Background: an optimization exercise with open tools, aiming at small area, a short achievable clock period and few clock cycles per item. Do not read the settings as production practice.
At most, simulation tests tie the RTL to the original design; equivalence was not proved.
Power is estimated from default activity; no workload was simulated. The clock port is modelled as an ideal driver; clocking choices that lean on that would not hold on a real chip.

==> job 2606 <==
==> flow/design.v <==
module storage(input pclk, input we, input [6:0] addr, input [31:0] wdata,
               input [3:0] strb, output [31:0] rdata);
  reg [31:0] memory [0:127];
  wire [3:0] be = (strb == 4'b0) ? 4'b1111 : strb;
  always @(posedge pclk) begin
    if (we) begin
      if (be[0]) memory[addr][7:0]   <= wdata[7:0];
      if (be[1]) memory[addr][15:8]  <= wdata[15:8];
      if (be[2]) memory[addr][23:16] <= wdata[23:16];
      if (be[3]) memory[addr][31:24] <= wdata[31:24];
    end
  end
  assign rdata = memory[addr];
endmodule
module apb_master(
  input pclk,
  input preset,
  input [31:0]paddr,
  input pwrite,
  input [2:0]pprot,
  input [31:0]pwdata,
  input [3:0]pstrb,
  output reg [31:0]prdata,
  output pslverr,
  output reg penable,
  output reg [3:0]psel,
  output reg pready
);
  wire req = |paddr;
  wire [31:0] rdata;
  storage m1(pclk, preset & req & pwrite, {paddr[31:30], paddr[4:0]}, pwdata, pstrb, rdata);
  assign pslverr = 1'b0;
  always @(*) begin
    pready  = req;
    penable = req;
    psel    = 4'b0001 << paddr[31:30];
    prdata  = rdata;
  end
endmodule
==> flow/run.sh <==
#!/bin/bash
# synth_recipe.tcl (not shown) runs the flow's synth.tcl, then flattens the netlist and writes it again
# the make line also repeats each setting of config.mk as NAME=value (left out here)
make -C /OpenROAD-flow-scripts/flow DESIGN_CONFIG=/design/flow/config.mk WORK_HOME=/design/flow/orfs CLKGATE_MAP_FILE= SYNTH_SCRIPT=/design/flow/synth_recipe.tcl finish
==> flow/config.mk <==
export PLATFORM = sky130hd
export DESIGN_NAME = apb_master
export DESIGN_NICKNAME = apb_master
export VERILOG_FILES = /design/flow/design.v
export SDC_FILE = /design/flow/constraint.sdc
export NUM_CORES = 4
export LEC_CHECK = 0
export CAP_MARGIN = 20
export CORE_MARGIN = 2
export CORE_UTILIZATION = 45
export PLACE_DENSITY = 0.6
export SLEW_MARGIN = 20
==> flow/constraint.sdc <==
create_clock -name core_clock -period 8.0 [get_ports {pclk}]
set_input_delay 1.6000 -clock core_clock [delete_from_list [all_inputs] [get_ports {pclk}]]
set_output_delay 1.6000 -clock core_clock [all_outputs]
set_load 0.01 [all_outputs]
==> job 5775 (differences from job 2606) <==
==> flow/design.v, changed modules only <==
module rd_aoi3(input [31:0] d0, input [31:0] d1, input [31:0] d2,
               input s0, input s1, input s2, output [31:0] y);
  assign y = ~((d0 & {32{s0}}) | (d1 & {32{s1}}) | (d2 & {32{s2}}));
endmodule
module rd_aoi2(input [31:0] d0, input [31:0] d1, input s0, input s1,
               output [31:0] y);
  assign y = ~((d0 & {32{s0}}) | (d1 & {32{s1}}));
endmodule
module rd_nand4(input [31:0] a, input [31:0] b, input [31:0] c, input [31:0] d,
                output [31:0] y);
  assign y = ~(a & b & c & d);
endmodule
module rd_nand3(input [31:0] a, input [31:0] b, input [31:0] c, output [31:0] y);
  assign y = ~(a & b & c);
endmodule
module rd_nor4(input [31:0] a, input [31:0] b, input [31:0] c, input [31:0] d,
               output [31:0] y);
  assign y = ~(a | b | c | d);
endmodule
module rd_nor3(input [31:0] a, input [31:0] b, input [31:0] c, output [31:0] y);
  assign y = ~(a | b | c);
endmodule
module apb_master(
  input pclk,
  input preset,
  input [31:0]paddr,
  input pwrite,
  input [2:0]pprot,
  input [31:0]pwdata,
  input [3:0]pstrb,
  output reg [31:0]prdata,
  output pslverr,
  output reg penable,
  output reg [3:0]psel,
  output reg pready
);
  wire req = |paddr;
  wire [6:0] addr = {paddr[31:30], paddr[4:0]};
  wire [127:0] wl = 128'b1 << addr;
  wire [3:0] be = (pstrb == 4'b0) ? 4'b1111 : pstrb;
  wire [3:0] wen = {4{preset & req & pwrite}} & be;
  reg [31:0] memory [0:127];
  integer i;
  always @(posedge pclk) begin
    for (i = 0; i < 128; i = i + 1) begin
      if (wl[i] & wen[0]) memory[i][7:0]   <= pwdata[7:0];
      if (wl[i] & wen[1]) memory[i][15:8]  <= pwdata[15:8];
      if (wl[i] & wen[2]) memory[i][23:16] <= pwdata[23:16];
      if (wl[i] & wen[3]) memory[i][31:24] <= pwdata[31:24];
    end
  end
  wire [31:0] g [0:42];
  genvar k;
  generate
    for (k = 0; k < 42; k = k + 1) begin : l1
      rd_aoi3 u(memory[3*k], memory[3*k+1], memory[3*k+2],
                wl[3*k], wl[3*k+1], wl[3*k+2], g[k]);
    end
  endgenerate
  rd_aoi2 l1_last(memory[126], memory[127], wl[126], wl[127], g[42]);
  wire [31:0] h [0:10];
  generate
    for (k = 0; k < 10; k = k + 1) begin : l2
      rd_nand4 u(g[4*k], g[4*k+1], g[4*k+2], g[4*k+3], h[k]);
    end
  endgenerate
  rd_nand3 l2_last(g[40], g[41], g[42], h[10]);
  wire [31:0] k0, k1, k2, rdata;
  rd_nor4 l3_0(h[0], h[1], h[2], h[3], k0);
  rd_nor4 l3_1(h[4], h[5], h[6], h[7], k1);
  rd_nor3 l3_2(h[8], h[9], h[10], k2);
  rd_nand3 l4(k0, k1, k2, rdata);
  assign pslverr = 1'b0;
  always @(*) begin
    pready  = req;
    penable = req;
    psel    = 4'b0001 << paddr[31:30];
    prdata  = rdata;
  end
endmodule
// module storage removed
==> flow/flow/run.sh (new file) <==
#!/bin/bash
# Layout: the standard flow, with the resizer allowed to change a cell's
# footprint (drive strength) while repairing timing.
set -euo pipefail
bash standard.sh MATCH_CELL_FOOTPRINT=0 finish > standard_flow.log 2>&1
==> flow/standard.sh (new file) <==
#!/bin/bash
# synth_recipe.tcl (not shown) runs the flow's synth.tcl, then flattens the netlist and writes it again
# the make line also repeats each setting of config.mk as NAME=value (left out here)
make -C /OpenROAD-flow-scripts/flow DESIGN_CONFIG=/design/flow/config.mk WORK_HOME=/design/flow/orfs CLKGATE_MAP_FILE= SYNTH_SCRIPT=/design/flow/synth_recipe.tcl "${@:-finish}"
SETUP_SLACK_MARGIN = 2.0   (was not set)
SYNTH_HIERARCHICAL = 1   (was not set)
SYNTH_MINIMUM_KEEP_SIZE = 0   (was not set)
removed: flow/run.sh
==> run_results.csv <==
group,metric,value,unit
worst_setup_path,cp.arrival,6.02,ns
sta,tightestPinTransition,1.42,ns
synth,syn_nets,9766,
layout,inv_count,31,
grt,grt_pass1_vias,95100,
outcome,status,"timing/DRC/antenna clean",
detailed_routing,drt-met1-wl,214,mm
grt,antenna_found_initial,94,
min_path,min_from,"pwdata[3]",
power_and_ir_drop,ir_drop,196,uV
worst_setup_path,max_stage_delay,0.73,ns
layout,reg_top3,"m1.memory x4096",
synth,ys_top_cells_by_count,"edfxtp_1, nor2_1, a22oi_1",
worst_setup_path,cp.depth,9,
power_and_ir_drop,powerDensity,252,mW/mm2
synth,yosysTopAreaCellShare,76.0,%
power_and_ir_drop,pwr-share-clk,42.1,%
The numbers above come from job 2606.

==> run_results.csv <==
group,metric,value,unit
sta,fmax,152,MHz
worst_setup_path,max_stage_delay,0.52,ns
synth,synth_edf_count,4096,
min_path,min_from,"pwdata[19]",
sta,tightestPinTransition,1.21,ns
worst_setup_path,worstSetupStartpointType,"input pin",
power_and_ir_drop,ir_drop,198,uV
grt,antenna_found_initial,14,
synth,yosysTopAreaCellShare,82.7,%
outcome,status,"timing/DRC/antenna clean",
grt,grt_pass1_vias,78800,
sta,whs,1.08,ns
worst_setup_path,cp.depth,15,
detailed_routing,ant_nets,0,
floorplan,initial_core_util,45.1,%
layout,inv_count,135,
synth,syn_nets,7317,
synth,ys_top_cells_by_count,"edfxtp_1, a222oi_1, nor2_1",
detailed_routing,drt-met1-wl,161,mm
power_and_ir_drop,powerDensity,256,mW/mm2
The numbers above come from job 5775.

Testbench counts of job 2606, summed over its fixed seeds: cycles 12,000, items 12,000.
No functional check of the RTL was part of job 5775.

* * *

==> run G: inputs <==
apb_master, a different RTL version from the one above (not shown whole).
## apb_master
module apb_master(
  input pclk,
  input preset,
  input [31:0]paddr,
  input pwrite,
  input [2:0]pprot,
  input [31:0]pwdata,
  input [3:0]pstrb,
  output reg [31:0]prdata,
  output pslverr,
  output reg penable,
  output reg [3:0]psel,
  output reg pready
);
==> flow/config.mk <==
export PLATFORM = sky130hd
export DESIGN_NAME = apb_master
export DESIGN_NICKNAME = apb_master
export VERILOG_FILES = /design/flow/design.v
export SDC_FILE = /design/flow/constraint.sdc
export NUM_CORES = 4
export LEC_CHECK = 0
export CAP_MARGIN = 20
export CORE_MARGIN = 2
export CORE_UTILIZATION = 70
export CTS_CLUSTER_DIAMETER = 100
export CTS_CLUSTER_SIZE = 30
export PLACE_DENSITY = 0.8
export SETUP_SLACK_MARGIN = 2.0
export SLEW_MARGIN = 20
export SYNTH_HIERARCHICAL = 1
export SYNTH_MINIMUM_KEEP_SIZE = 0
==> flow/constraint.sdc <==
create_clock -name core_clock -period 8.0 [get_ports {pclk}]
set_input_delay 1.6000 -clock core_clock [delete_from_list [all_inputs] [get_ports {pclk}]]
set_output_delay 1.6000 -clock core_clock [all_outputs]
set_load 0.01 [all_outputs]
standard.sh (not shown) runs the stock make flow with config.mk's settings and CLKGATE_MAP_FILE= SYNTH_SCRIPT=/design/flow/synth_recipe.tcl, a recipe that flattens the netlist after the stock synthesis.
==> flow/flow/run.sh <==
#!/bin/bash
# Layout: the standard flow. Synthesis runs unchanged; the later steps
# buffer the ports with plain buffers (which the resizer can size), keep the
# resizer off the low-power clock inverters and delay cells
# (flow/dont_use.txt: the platform's own list plus those), and weight the
# timing-critical nets more in global placement.
set -euo pipefail
bash standard.sh synth > synth.log 2>&1
du="$(cat flow/dont_use.txt)"
bash standard.sh "BUFFER_PORTS_ARGS=-buffer_cell sky130_fd_sc_hd__buf_4" \
  "DONT_USE_CELLS=$du" \
  "GLOBAL_PLACEMENT_ARGS=-timing_driven_net_weight_max 5 -timing_driven_nets_percentage 30" \
  finish > layout.log 2>&1
==> flow/flow/dont_use.txt <==
sky130_fd_sc_hd__probe_p_8 sky130_fd_sc_hd__probec_p_8 sky130_fd_sc_hd__lpflow_bleeder_1 sky130_fd_sc_hd__lpflow_clkbufkapwr_1 sky130_fd_sc_hd__lpflow_clkbufkapwr_16 sky130_fd_sc_hd__lpflow_clkbufkapwr_2 sky130_fd_sc_hd__lpflow_clkbufkapwr_4 sky130_fd_sc_hd__lpflow_clkbufkapwr_8 sky130_fd_sc_hd__lpflow_clkinvkapwr_1 sky130_fd_sc_hd__lpflow_clkinvkapwr_16 sky130_fd_sc_hd__lpflow_clkinvkapwr_2 sky130_fd_sc_hd__lpflow_clkinvkapwr_4 sky130_fd_sc_hd__lpflow_clkinvkapwr_8 sky130_fd_sc_hd__lpflow_decapkapwr_12 sky130_fd_sc_hd__lpflow_decapkapwr_3 sky130_fd_sc_hd__lpflow_decapkapwr_4 sky130_fd_sc_hd__lpflow_decapkapwr_6 sky130_fd_sc_hd__lpflow_decapkapwr_8 sky130_fd_sc_hd__lpflow_inputiso0n_1 sky130_fd_sc_hd__lpflow_inputiso0p_1 sky130_fd_sc_hd__lpflow_inputiso1n_1 sky130_fd_sc_hd__lpflow_inputiso1p_1 sky130_fd_sc_hd__lpflow_inputisolatch_1 sky130_fd_sc_hd__lpflow_isobufsrc_1 sky130_fd_sc_hd__lpflow_isobufsrc_16 sky130_fd_sc_hd__lpflow_isobufsrc_2 sky130_fd_sc_hd__lpflow_isobufsrc_4 sky130_fd_sc_hd__lpflow_isobufsrc_8 sky130_fd_sc_hd__lpflow_isobufsrckapwr_16 sky130_fd_sc_hd__lpflow_lsbuf_lh_hl_isowell_tap_1 sky130_fd_sc_hd__lpflow_lsbuf_lh_hl_isowell_tap_2 sky130_fd_sc_hd__lpflow_lsbuf_lh_hl_isowell_tap_4 sky130_fd_sc_hd__lpflow_lsbuf_lh_isowell_4 sky130_fd_sc_hd__lpflow_lsbuf_lh_isowell_tap_1 sky130_fd_sc_hd__lpflow_lsbuf_lh_isowell_tap_2 sky130_fd_sc_hd__lpflow_lsbuf_lh_isowell_tap_4 sky130_fd_sc_hd__fill_1 sky130_fd_sc_hd__fill_2 sky130_fd_sc_hd__fill_4 sky130_fd_sc_hd__fill_8  sky130_fd_sc_hd__clkdlybuf4s15_1 sky130_fd_sc_hd__clkdlybuf4s15_2 sky130_fd_sc_hd__clkdlybuf4s18_1 sky130_fd_sc_hd__clkdlybuf4s18_2 sky130_fd_sc_hd__clkdlybuf4s25_1 sky130_fd_sc_hd__clkdlybuf4s25_2 sky130_fd_sc_hd__clkdlybuf4s50_1 sky130_fd_sc_hd__clkdlybuf4s50_2 sky130_fd_sc_hd__clkinvlp_2 sky130_fd_sc_hd__clkinvlp_4 sky130_fd_sc_hd__dlygate4sd1_1 sky130_fd_sc_hd__dlygate4sd2_1 sky130_fd_sc_hd__dlygate4sd3_1 sky130_fd_sc_hd__dlymetal6s2s_1 sky130_fd_sc_hd__dlymetal6s4s_1 sky130_fd_sc_hd__dlymetal6s6s_1 
==> run B: changes against run G <==
==> flow/run.sh (new file) <==
#!/bin/bash
# synth_recipe.tcl (not shown) runs the flow's synth.tcl, then flattens the netlist and writes it again
# the make line also repeats each setting of config.mk as NAME=value (left out here)
make -C /OpenROAD-flow-scripts/flow DESIGN_CONFIG=/design/flow/config.mk WORK_HOME=/design/flow/orfs CLKGATE_MAP_FILE= SYNTH_SCRIPT=/design/flow/synth_recipe.tcl finish
CTS_CLUSTER_SIZE = 25   (was 30)
removed: flow/flow/run.sh
removed: flow/flow/dont_use.txt
removed: flow/standard.sh
==> results.txt <==
total half-perimeter wirelength after legalization and detailed placement - 239000 um
Metal-1 WL - 125000 um
timing endpoint of the critical path - prdata[28]
proportion of power drawn by the clock network - 27.4%
met3 demand-to-capacity share in global routing - 6.11%
count of buffers added by post-CTS timing repair for setup - 70
crit path setup slack, layout - 1.86 ns
cells resized by post-CTS repair - 336
run status - finished clean
diode insertion count for antenna repair - 10
[end of results for run G]
==> results.txt <==
Metal-1 WL - 127000 um
run status - finished clean
diode insertion count for antenna repair - 5
timing endpoint of the critical path - prdata[25]
total half-perimeter wirelength after legalization and detailed placement - 248000 um
count of buffers added by post-CTS timing repair for setup - 171
ratio of cells with drive above 1 in the final layout - 16.0%
cells resized by post-CTS repair - 649
crit path setup slack, layout - 1.82 ns
[end of results for run B]
Testbench counts of run G, summed over its fixed seeds: cycles 12,000, items 12,000.
Testbench counts of run B, summed over its fixed seeds: cycles 12,000, items 12,000.

==> static timing again, ports no longer ideal <==
The flow's constraints put no driver on any port. The routed layouts listed below were extracted and timed again, unchanged, in two steps.
Step 1 sets driving cells, clkbuf_16 on the clock port and buf_2 on the other inputs (assumed; they add their load-dependent delay and slew).
Step 2 also shifts input and output timing later by t, the mid clock arrival at the registers, as if the neighbouring blocks saw the same clock.
Three values: ideal ports, drivers, drivers and shift; two values: the first two.
run | shift t [ns] | setup slack, ns | worst setup path at the end | clock arrival spread, ns | worst slew at a driven data input, ns
job 2606 | 1.112 | 0.382 / 0.329 / 0.329 | input to output | 0.056 / 0.056 | 0.61
job 5775 | 1.060 | 1.440 / 1.275 / 1.275 | input to output | 0.075 / 0.074 | 0.21
run G | 0.948 | 1.862 / 1.814 / 1.814 | input to output | 0.034 / 0.035 | 0.10
run B | 0.964 | 1.821 / 1.800 / 1.800 | input to output | 0.035 / 0.034 | 0.17
After both steps setup and hold are still met in every run listed. The setup slack of job 5775, which loses most, moves by -0.165 ns with the drivers and by -0.165 ns with both steps.
